Background: an optimization exercise with open tools, aiming at small area and a short achievable clock period. Do not read the settings as production practice.
RTL that was checked went through simulation tests only; none was proved equivalent to the original.
The flow treats the clock pin as an ideal source. Dropping or thinning the clock tree relies on that and would not hold on a real chip.
Power figures rest on the tool's default switching activity, not on a simulated workload.

north:
==> flow/design.v <==
module flip_flop #(parameter W = 32) (clk, d, q);
input clk;
input [W-1:0] d;
output reg [W-1:0] q;
always @(posedge clk)
    q <= d;
endmodule
module cmp_gt #(parameter W = 23) (a, b, gt);
    input  [W-1:0] a;
    input  [W-1:0] b;
    output gt;
    localparam N = 32;   
    wire [N-1:0] ax = {{(N-W){1'b0}}, a};
    wire [N-1:0] bx = {{(N-W){1'b0}}, b};
    wire [2*N-1:0] g, e;
    assign g[N-1:0] = ax & ~bx;
    assign e[N-1:0] = ~(ax ^ bx);
    genvar k, j;
    generate
        for (k = 1; (N >> k) >= 1; k = k + 1) begin : lvl
            localparam IN  = 2*N - (2*N >> (k - 1));   
            localparam OUT = 2*N - (2*N >> k);         
            for (j = 0; j < (N >> k); j = j + 1) begin : node
                assign g[OUT+j] = g[IN+2*j+1] | (e[IN+2*j+1] & g[IN+2*j]);
                assign e[OUT+j] = e[IN+2*j+1] & e[IN+2*j];
            end
        end
    endgenerate
    assign gt = g[2*N-2];
    assign e[2*N-1] = 1'b0;
    assign g[2*N-1] = 1'b0;
endmodule
module add_pfx #(parameter W = 24) (a, b, cin, s, cout);
    input  [W-1:0] a;
    input  [W-1:0] b;
    input          cin;
    output [W-1:0] s;
    output         cout;
    localparam N = W + 1;   
    localparam L = $clog2(N);
    wire [W-1:0] p = a ^ b;
    wire [N*(L+1)-1:0] G, P;
    assign G[N-1:0] = {a & b, cin};
    assign P[N-1:0] = {p, 1'b0};
    genvar k, i;
    generate
        for (k = 0; k < L; k = k + 1) begin : lvl
            for (i = 0; i < N; i = i + 1) begin : pos
                if ((i >> k) & 1) begin : comb
                    localparam J = ((i >> k) << k) - 1;
                    assign G[(k+1)*N+i] = G[k*N+i] | (P[k*N+i] & G[k*N+J]);
                    assign P[(k+1)*N+i] = P[k*N+i] & P[k*N+J];
                end else begin : pass
                    assign G[(k+1)*N+i] = G[k*N+i];
                    assign P[(k+1)*N+i] = P[k*N+i];
                end
            end
        end
    endgenerate
    wire [N-1:0] c = G[L*N +: N];   
    assign s    = p ^ c[W-1:0];
    assign cout = c[W];
endmodule
module fpu_align_add (a, b, v, ep1, s);
    input  [31:0] a;
    input  [31:0] b;
    output [24:0] v;     
    output [7:0]  ep1;   
    output        s;     
    wire [7:0] ea = a[30:23];
    wire [7:0] eb = b[30:23];
    wire [8:0] dab = {1'b0, ea} - {1'b0, eb};
    wire [7:0] dba = eb - ea;
    wire       egt = dab[8];             
    wire       eeq = (ea == eb);
    wire       mgt;
    cmp_gt #(23) u_cmp (.a(b[22:0]), .b(a[22:0]), .gt(mgt));
    wire       swap = egt | (eeq & mgt);
    wire [7:0]  eB = swap ? eb : ea;
    wire [22:0] mB = swap ? b[22:0] : a[22:0];
    wire [22:0] mS = swap ? a[22:0] : b[22:0];
    wire [7:0]  d  = egt ? dba : dab[7:0];
    wire        big = d[7] | d[6] | d[5] | (d[4] & d[3]);
    wire [23:0] mSs = big ? 24'd0 : ({1'b1, mS} >> d[4:0]);
    wire        sub = a[31] ^ b[31];
    wire [23:0] sm;
    wire        co;
    add_pfx #(24) u_add (.a({1'b1, mB}), .b(mSs ^ {24{sub}}), .cin(sub), .s(sm), .cout(co));
    assign v   = {co & ~sub, sm};
    assign ep1 = eB + 8'd1;
    assign s   = swap ? b[31] : a[31];
endmodule
module fpu_normalise (v, ep1, s, kill, set23, r);
    input  [24:0] v;
    input  [7:0]  ep1;
    input         s;
    input         kill;    
    input         set23;   
    output [31:0] r;
    wire        z16 = ~|v[24:9];
    wire [24:0] x1  = z16 ? {v[8:0], 16'd0} : v;
    wire        z8  = ~|x1[24:17];
    wire [24:0] x2  = z8 ? {x1[16:0], 8'd0} : x1;
    wire        z4  = ~|x2[24:21];
    wire [24:0] x3  = z4 ? {x2[20:0], 4'd0} : x2;
    wire        z2  = ~|x3[24:23];
    wire [24:0] x4  = z2 ? {x3[22:0], 2'd0} : x3;
    wire        z1  = ~x4[24];
    wire [23:0] x5  = z1 ? x4[22:0] : x4[23:1];
    wire [4:0]  lz  = {z16, z8, z4, z2, z1};
    wire [7:0]  e    = ep1 - {3'b0, lz};
    wire        zero = kill | ~x4[24] & ~x4[23];
    assign r = ({s, e, x5[22:0]} & {32{~zero}}) | {8'b0, set23, 23'b0};
endmodule
module top_module(ip1,ip2,clk,rst,result);
    input [31:0]ip1;
    input [31:0]ip2;
    input clk;
    input rst;
    output reg [31:0]result;
    wire [31:0] a, b;
    reg         rst1;
    wire [24:0] v;
    wire [7:0]  ep1;
    wire        s;
    wire [31:0] r;
    flip_flop #(.W(32)) ff_a (.clk(clk), .d(ip1), .q(a));
    flip_flop #(.W(32)) ff_b (.clk(clk), .d(ip2), .q(b));
    always @(posedge clk) rst1 <= rst;
    fpu_align_add u1 (.a(a), .b(b), .v(v), .ep1(ep1), .s(s));
    reg  [24:0] v_q;
    reg  [7:0]  ep1_q;
    reg         s_q, kill_q, set_q;
    always @(posedge clk) begin
        v_q    <= v;
        ep1_q  <= ep1;
        s_q    <= s;
        kill_q <= rst | rst1;
        set_q  <= rst1 & ~rst;
    end
    fpu_normalise u2 (.v(v_q), .ep1(ep1_q), .s(s_q), .kill(kill_q), .set23(set_q), .r(r));
    always @(posedge clk) result <= r;
endmodule
Settings: LEC_CHECK=0, CAP_MARGIN=20, CORE_MARGIN=2, CORE_UTILIZATION=40, SLEW_MARGIN=20; clock period 24.0 ns.
standard.sh (not shown) runs the stock make flow with config.mk's settings and CLKGATE_MAP_FILE= SYNTH_SCRIPT=/design/flow/synth_recipe.tcl, a recipe that flattens the netlist after the stock synthesis.
==> flow/flow/run.sh <==
#!/bin/bash
# probe: run the standard flow unchanged
bash standard.sh > standard.log 2>&1
north was carried through to the last stage, and its layout satisfied the timing, design-rule and antenna checks.
> inputs changed (north -> south)
- ABC_AREA newly set to 1
- CORE_UTILIZATION changed from 40 to 60
==> flow/flow/run.sh <==
#!/bin/bash
# Standard flow with: timing repair aimed at a 17.5 ns setup margin, plain
# buffers on the ports, and a clock tree with fewer, larger clusters.
set -euo pipefail
F=$PWD/flow
bash standard.sh SETUP_SLACK_MARGIN=17.5 \
  "BUFFER_PORTS_ARGS=-inputs -buffer_cell sky130_fd_sc_hd__buf_1" POST_GLOBAL_PLACE_TCL=$F/post_gp.tcl \
  "CTS_ARGS=-sink_clustering_enable -repair_clock_nets -dont_use_dummy_load -buf_list sky130_fd_sc_hd__clkbuf_8 -sink_clustering_size 30 -sink_clustering_max_diameter 100" \
  finish > standard.log 2>&1
==> flow/flow/post_gp.tcl (new file) <==
# Output ports get buf_2 buffers (inputs got buf_1 through BUFFER_PORTS_ARGS).
buffer_ports -outputs -buffer_cell sky130_fd_sc_hd__buf_2
Having completed the whole flow, south delivered a layout that passed the timing, design-rule and antenna checks.
Lower total detailed-routing wirelength among north and south: south
Detailed route, south vs north: via total lower for south
Compared with north, south shows power lower by 23%.
For the adder-cell share of the synthesized area, south came in 0.77 points higher than north did.
Against north as the reference, south delivers a higher worst path setup slack after routing.
No functional check of the RTL was part of any run of this note.


RTL: the design.v shown in full above, as it stands there.
==> flow/config.mk <==
export PLATFORM = sky130hd
export DESIGN_NAME = top_module
export DESIGN_NICKNAME = top_module
export VERILOG_FILES = /design/flow/design.v
export SDC_FILE = /design/flow/constraint.sdc
export NUM_CORES = 4
export LEC_CHECK = 0
export CAP_MARGIN = 20
export CORE_MARGIN = 2
export CORE_UTILIZATION = 40
export SLEW_MARGIN = 20
==> flow/constraint.sdc <==
create_clock -name core_clock -period 24.0 [get_ports {clk}]
set_input_delay 4.8000 -clock core_clock [delete_from_list [all_inputs] [get_ports {clk}]]
set_output_delay 4.8000 -clock core_clock [all_outputs]
set_load 0.01 [all_outputs]
run.sh (not shown) runs the stock make flow with config.mk's settings and CLKGATE_MAP_FILE= SYNTH_SCRIPT=/design/flow/synth_recipe.tcl, a recipe that flattens the netlist after the stock synthesis.
Stock flow here: none of the scripts above is used.
==> next run, changes <==
==> flow/flow/run.sh (new file) <==
#!/bin/bash
# Standard flow, with timing repair aimed at a 18.0 ns setup margin and
# plain buffers (instead of delay buffers) on the ports.
set -euo pipefail
bash standard.sh SETUP_SLACK_MARGIN=18.0 "BUFFER_PORTS_ARGS=-buffer_cell sky130_fd_sc_hd__buf_2" finish > standard.log 2>&1
==> flow/standard.sh (new file) <==
#!/bin/bash
# synth_recipe.tcl (not shown) runs the flow's synth.tcl, then flattens the netlist and writes it again
# the make line also repeats each setting of config.mk as NAME=value (left out here)
make -C /OpenROAD-flow-scripts/flow DESIGN_CONFIG=/design/flow/config.mk WORK_HOME=/design/flow/orfs CLKGATE_MAP_FILE= SYNTH_SCRIPT=/design/flow/synth_recipe.tcl "${@:-finish}"
- ABC_AREA: not set -> 1
removed: flow/run.sh
What happened:
- area after synthesis shrinks by about 7%
- sequential power came out lower by about 5%
- count of clock-buffer cells in the layout came out lower by 1
- cell count rises by 8.6%
- utilization decreases by 1.1 points
- cell area decreases by 9.3%
==> next run, changes <==
- CTS_BUF_LIST: not set -> sky130_fd_sc_hd__clkbuf_8
After rerunning: Clock skew climbs by 5.1 ps; power drops by a few percent; synthesized area stays the same; global-route usage is about the same; sequential power stays flat.
==> next run, changes <==
==> flow/run.sh (new file) <==
#!/bin/bash
# synth_recipe.tcl (not shown) runs the flow's synth.tcl, then flattens the netlist and writes it again
# the make line also repeats each setting of config.mk as NAME=value (left out here)
make -C /OpenROAD-flow-scripts/flow DESIGN_CONFIG=/design/flow/config.mk WORK_HOME=/design/flow/orfs CLKGATE_MAP_FILE= SYNTH_SCRIPT=/design/flow/synth_recipe.tcl finish
- CTS_BUF_LIST: sky130_fd_sc_hd__clkbuf_8 -> not set
removed: flow/flow/run.sh
removed: flow/standard.sh
After rerunning: Count of clock-buffer cells in the layout goes down by 1; total power goes up by 10%; worst setup slack got worse by 450 ps; worst hold slack is about the same; sequential power barely changes; maximum frequency goes down by 7.2%; routed wire length goes down by 2.6%.
==> next run, changes <==
==> flow/flow/run.sh (new file) <==
#!/bin/bash
# Standard flow with: timing repair aimed at a 18.0 ns setup margin, plain
# buffers on the ports, and a clock tree with fewer, larger clusters.
set -euo pipefail
F=$PWD/flow
bash standard.sh SETUP_SLACK_MARGIN=18.0 \
  "BUFFER_PORTS_ARGS=-inputs -buffer_cell sky130_fd_sc_hd__buf_1" POST_GLOBAL_PLACE_TCL=$F/post_gp.tcl \
  "CTS_ARGS=-sink_clustering_enable -repair_clock_nets -dont_use_dummy_load -buf_list sky130_fd_sc_hd__clkbuf_8 -sink_clustering_size 30 -sink_clustering_max_diameter 100" \
  finish > standard.log 2>&1
==> flow/flow/post_gp.tcl (new file) <==
# Output ports get buf_2 buffers (inputs got buf_1 through BUFFER_PORTS_ARGS).
buffer_ports -outputs -buffer_cell sky130_fd_sc_hd__buf_2
==> flow/standard.sh (new file) <==
#!/bin/bash
# synth_recipe.tcl (not shown) runs the flow's synth.tcl, then flattens the netlist and writes it again
# the make line also repeats each setting of config.mk as NAME=value (left out here)
make -C /OpenROAD-flow-scripts/flow DESIGN_CONFIG=/design/flow/config.mk WORK_HOME=/design/flow/orfs CLKGATE_MAP_FILE= SYNTH_SCRIPT=/design/flow/synth_recipe.tcl "${@:-finish}"
removed: flow/run.sh
Non-clock buffer count goes up by 1. Setup slack improved by 450 ps. Critical path depth drops by 31. Routed wire length fell slightly.
Function was not checked in any run of this note: the RTL went through the layout flow alone.


// top_module: RTL as listed in full above, without the edits since
==> flow/config.mk <==
export PLATFORM = sky130hd
export DESIGN_NAME = top_module
export DESIGN_NICKNAME = top_module
export VERILOG_FILES = /design/flow/design.v
export SDC_FILE = /design/flow/constraint.sdc
export NUM_CORES = 4
export LEC_CHECK = 0
export ABC_AREA = 1
export CAP_MARGIN = 20
export CORE_MARGIN = 2
export CORE_UTILIZATION = 60
export SLEW_MARGIN = 20
==> flow/constraint.sdc <==
create_clock -name core_clock -period 24.0 [get_ports {clk}]
set_input_delay 4.8000 -clock core_clock [delete_from_list [all_inputs] [get_ports {clk}]]
set_output_delay 4.8000 -clock core_clock [all_outputs]
set_load 0.01 [all_outputs]
standard.sh (not shown) runs the stock make flow with config.mk's settings and CLKGATE_MAP_FILE= SYNTH_SCRIPT=/design/flow/synth_recipe.tcl, a recipe that flattens the netlist after the stock synthesis.
==> flow/flow/run.sh <==
#!/bin/bash
# Standard flow with: timing repair aimed at a 18.0 ns setup margin, plain
# buffers on the ports, and a clock tree with fewer, larger clusters.
set -euo pipefail
F=$PWD/flow
bash standard.sh SETUP_SLACK_MARGIN=18.0 \
  "BUFFER_PORTS_ARGS=-inputs -buffer_cell sky130_fd_sc_hd__buf_1" POST_GLOBAL_PLACE_TCL=$F/post_gp.tcl \
  "CTS_ARGS=-sink_clustering_enable -repair_clock_nets -dont_use_dummy_load -buf_list sky130_fd_sc_hd__clkbuf_8 -sink_clustering_size 30 -sink_clustering_max_diameter 100" \
  finish > standard.log 2>&1
==> flow/flow/post_gp.tcl <==
# Output ports get buf_2 buffers (inputs got buf_1 through BUFFER_PORTS_ARGS).
buffer_ports -outputs -buffer_cell sky130_fd_sc_hd__buf_2
Rerun with:
==> flow/flow/run.sh (replaced) <==
#!/bin/bash
# Standard flow, with timing repair aimed at a 18.5 ns setup margin and
# plain buffers (instead of delay buffers) on the ports.
set -euo pipefail
bash standard.sh SETUP_SLACK_MARGIN=18.5 "BUFFER_PORTS_ARGS=-buffer_cell sky130_fd_sc_hd__buf_2" finish > standard.log 2>&1
- CORE_UTILIZATION: 60 -> 40
removed: flow/flow/post_gp.tcl
The new run completed with no timing, DRC or antenna violations.
Routed wire length came out higher by 7.6%.
Final cell count goes up by about 8%.
Critical path depth stays the same.
Design area went up by 8.6%.
Area after synthesis is unchanged.
Count of clock-buffer cells in the layout came out higher by 1.
Flip-flop and latch count does not change.
Setup slack is better by 0.043 ns.
No run of this note included a check of the RTL's function; only the layout flow was run.


top_module, a different RTL version from the one above (not shown whole).
For scale: ~1,200 cells after synthesis, ~98 I/O pins, ~8400 µm² of cells after synthesis.
Settings: LEC_CHECK=0, ABC_AREA=1, CAP_MARGIN=20, CORE_MARGIN=2, CORE_UTILIZATION=60, SLEW_MARGIN=20; clock period 24.0 ns.
==> flow/flow/run.sh <==
#!/bin/bash
# Standard flow with: timing repair aimed at a 18.3 ns setup margin, plain
# buffers on the ports, and a clock tree with fewer, larger clusters.
set -euo pipefail
F=$PWD/flow
bash standard.sh SETUP_SLACK_MARGIN=18.3 \
  "BUFFER_PORTS_ARGS=-inputs -buffer_cell sky130_fd_sc_hd__buf_1" POST_GLOBAL_PLACE_TCL=$F/post_gp.tcl \
  "CTS_ARGS=-sink_clustering_enable -repair_clock_nets -dont_use_dummy_load -buf_list sky130_fd_sc_hd__clkbuf_8 -sink_clustering_size 30 -sink_clustering_max_diameter 100" \
  finish > standard.log 2>&1
==> flow/flow/post_gp.tcl <==
# Output ports get buf_2 buffers (inputs got buf_1 through BUFFER_PORTS_ARGS).
buffer_ports -outputs -buffer_cell sky130_fd_sc_hd__buf_2
Change:
--- a/flow/flow/run.sh
+++ b/flow/flow/run.sh
@@ -2 +2 @@
-# Standard flow with: timing repair aimed at a 18.3 ns setup margin, plain
+# Standard flow with: timing repair aimed at a 18.0 ns setup margin, plain
@@ -6 +6 @@
-bash standard.sh SETUP_SLACK_MARGIN=18.3 \
+bash standard.sh SETUP_SLACK_MARGIN=18.0 \
Total power goes down by a few percent.
Routed wire length went down by a few percent.
Clock-buffer cell count does not change.
Final area goes down by a few percent.
Core utilization went down by 1.5 points.
Die area stays the same.
Flip-flop and latch count stays the same.
Synthesized area does not change.
First-iteration DRC count fell by roughly a tenth.
Function was not checked in any run of this note: the RTL went through the layout flow alone.


Another version of the RTL of top_module (not shown whole).
Size: roughly 130 flip-flops.
export LEC_CHECK = 0
export ABC_AREA = 1
export CAP_MARGIN = 20
export CORE_MARGIN = 2
export CORE_UTILIZATION = 50
export SLEW_MARGIN = 20
create_clock -name core_clock -period 24.0 [get_ports {clk}]
==> flow/flow/run.sh <==
#!/bin/bash
# Standard flow (standard synthesis unchanged) with: timing repair aimed at
# a 18.3 ns setup margin, buf_1 on all ports,
# and a one-level clock tree (flow/pre_cts.tcl) instead of TritonCTS.
set -euo pipefail
F=$PWD/flow
bash standard.sh SETUP_SLACK_MARGIN=18.3 \
  "BUFFER_PORTS_ARGS=-inputs -buffer_cell sky130_fd_sc_hd__buf_1" \
  POST_GLOBAL_PLACE_TCL=$F/post_gp.tcl \
  PRE_CTS_TCL=$F/pre_cts.tcl \
  finish > standard.log 2>&1
Other scripts of this flow, unchanged in this note and not shown: flow/flow/manual_cts.tcl, flow/flow/post_gp.tcl, flow/flow/pre_cts.tcl
The starting point ran to the end with no violations.
Next try:
--- a/flow/config.mk
+++ b/flow/config.mk
@@ -11 +11 @@
-export CORE_UTILIZATION = 50
+export CORE_UTILIZATION = 60
Effect:
- The new run ran to the end with no violations
- synthesized area does not change
- total power is lower slightly
- via count grows slightly
- die area is lower by about a fifth
- global-route usage came out higher by 4.0 points
- clock skew hardly moves
- first-iteration DRC count goes up slightly
- wire length fell by a few percent
Next try:
--- a/flow/config.mk
+++ b/flow/config.mk
@@ -12,0 +13 @@
+export TNS_END_PERCENT = 10
Die area does not change.
Routed wire length does not change.
Design area does not change.
Utilization is unchanged.
Clock power hardly moves.
No run of this note takes its clock network from TritonCTS; it comes from the design's own scripts or RTL.

==> separate check: timing with driven ports <==
No port has a modelled driver above. Below, the same layouts with a new extraction and two added sets of constraints.
Step 1 sets driving cells, clkbuf_16 on the clock port and buf_2 on the other inputs (assumed; they add their load-dependent delay and slew).
Step 2, shift: input delay + t, output delay - t, t = (earliest + latest rising clock arrival at the registers) / 2. This alone moves slack from input paths to output paths.
Three values: ideal ports, drivers, drivers and shift; two values: the first two.
| run | shift t [ns] | setup slack, ns | cell pins on the clock port's net |
|---|---|---|---|
| north | 0.469 | 17.300 / 17.300 / 17.300 | 1 |
| south | 0.464 | 18.168 / 18.168 / 18.168 | 1 |
| the first run of note 2 | 0.469 | 17.300 / 17.300 / 17.300 | 1 |
| the second run of note 2 | 0.470 | 18.314 / 18.268 / 18.614 | 1 |
| the third run of note 2 | 0.491 | 18.276 / 18.234 / 18.605 | 1 |
| the fourth run of note 2 | 0.471 | 17.830 / 17.830 / 17.830 | 1 |
| the fifth run of note 2 | 0.478 | 18.275 / 18.232 / 18.640 | 1 |
| the first run of note 3 | 0.466 | 18.298 / 18.259 / 18.519 | 1 |
| the second run of note 3 | 0.469 | 18.341 / 18.293 / 18.691 | 1 |
| the first run of note 4 | 0.477 | 18.297 / 18.256 / 18.573 | 1 |
| the second run of note 4 | 0.471 | 18.310 / 18.272 / 18.440 | 1 |
| the first run of note 5 | 0.272 | 18.555 / 18.456 / 18.680 | 4 |
| the second run of note 5 | 0.272 | 18.540 / 18.439 / 18.666 | 4 |
| the third run of note 5 | 0.272 | 18.540 / 18.439 / 18.666 | 4 |
After both steps every run listed still meets setup and hold.
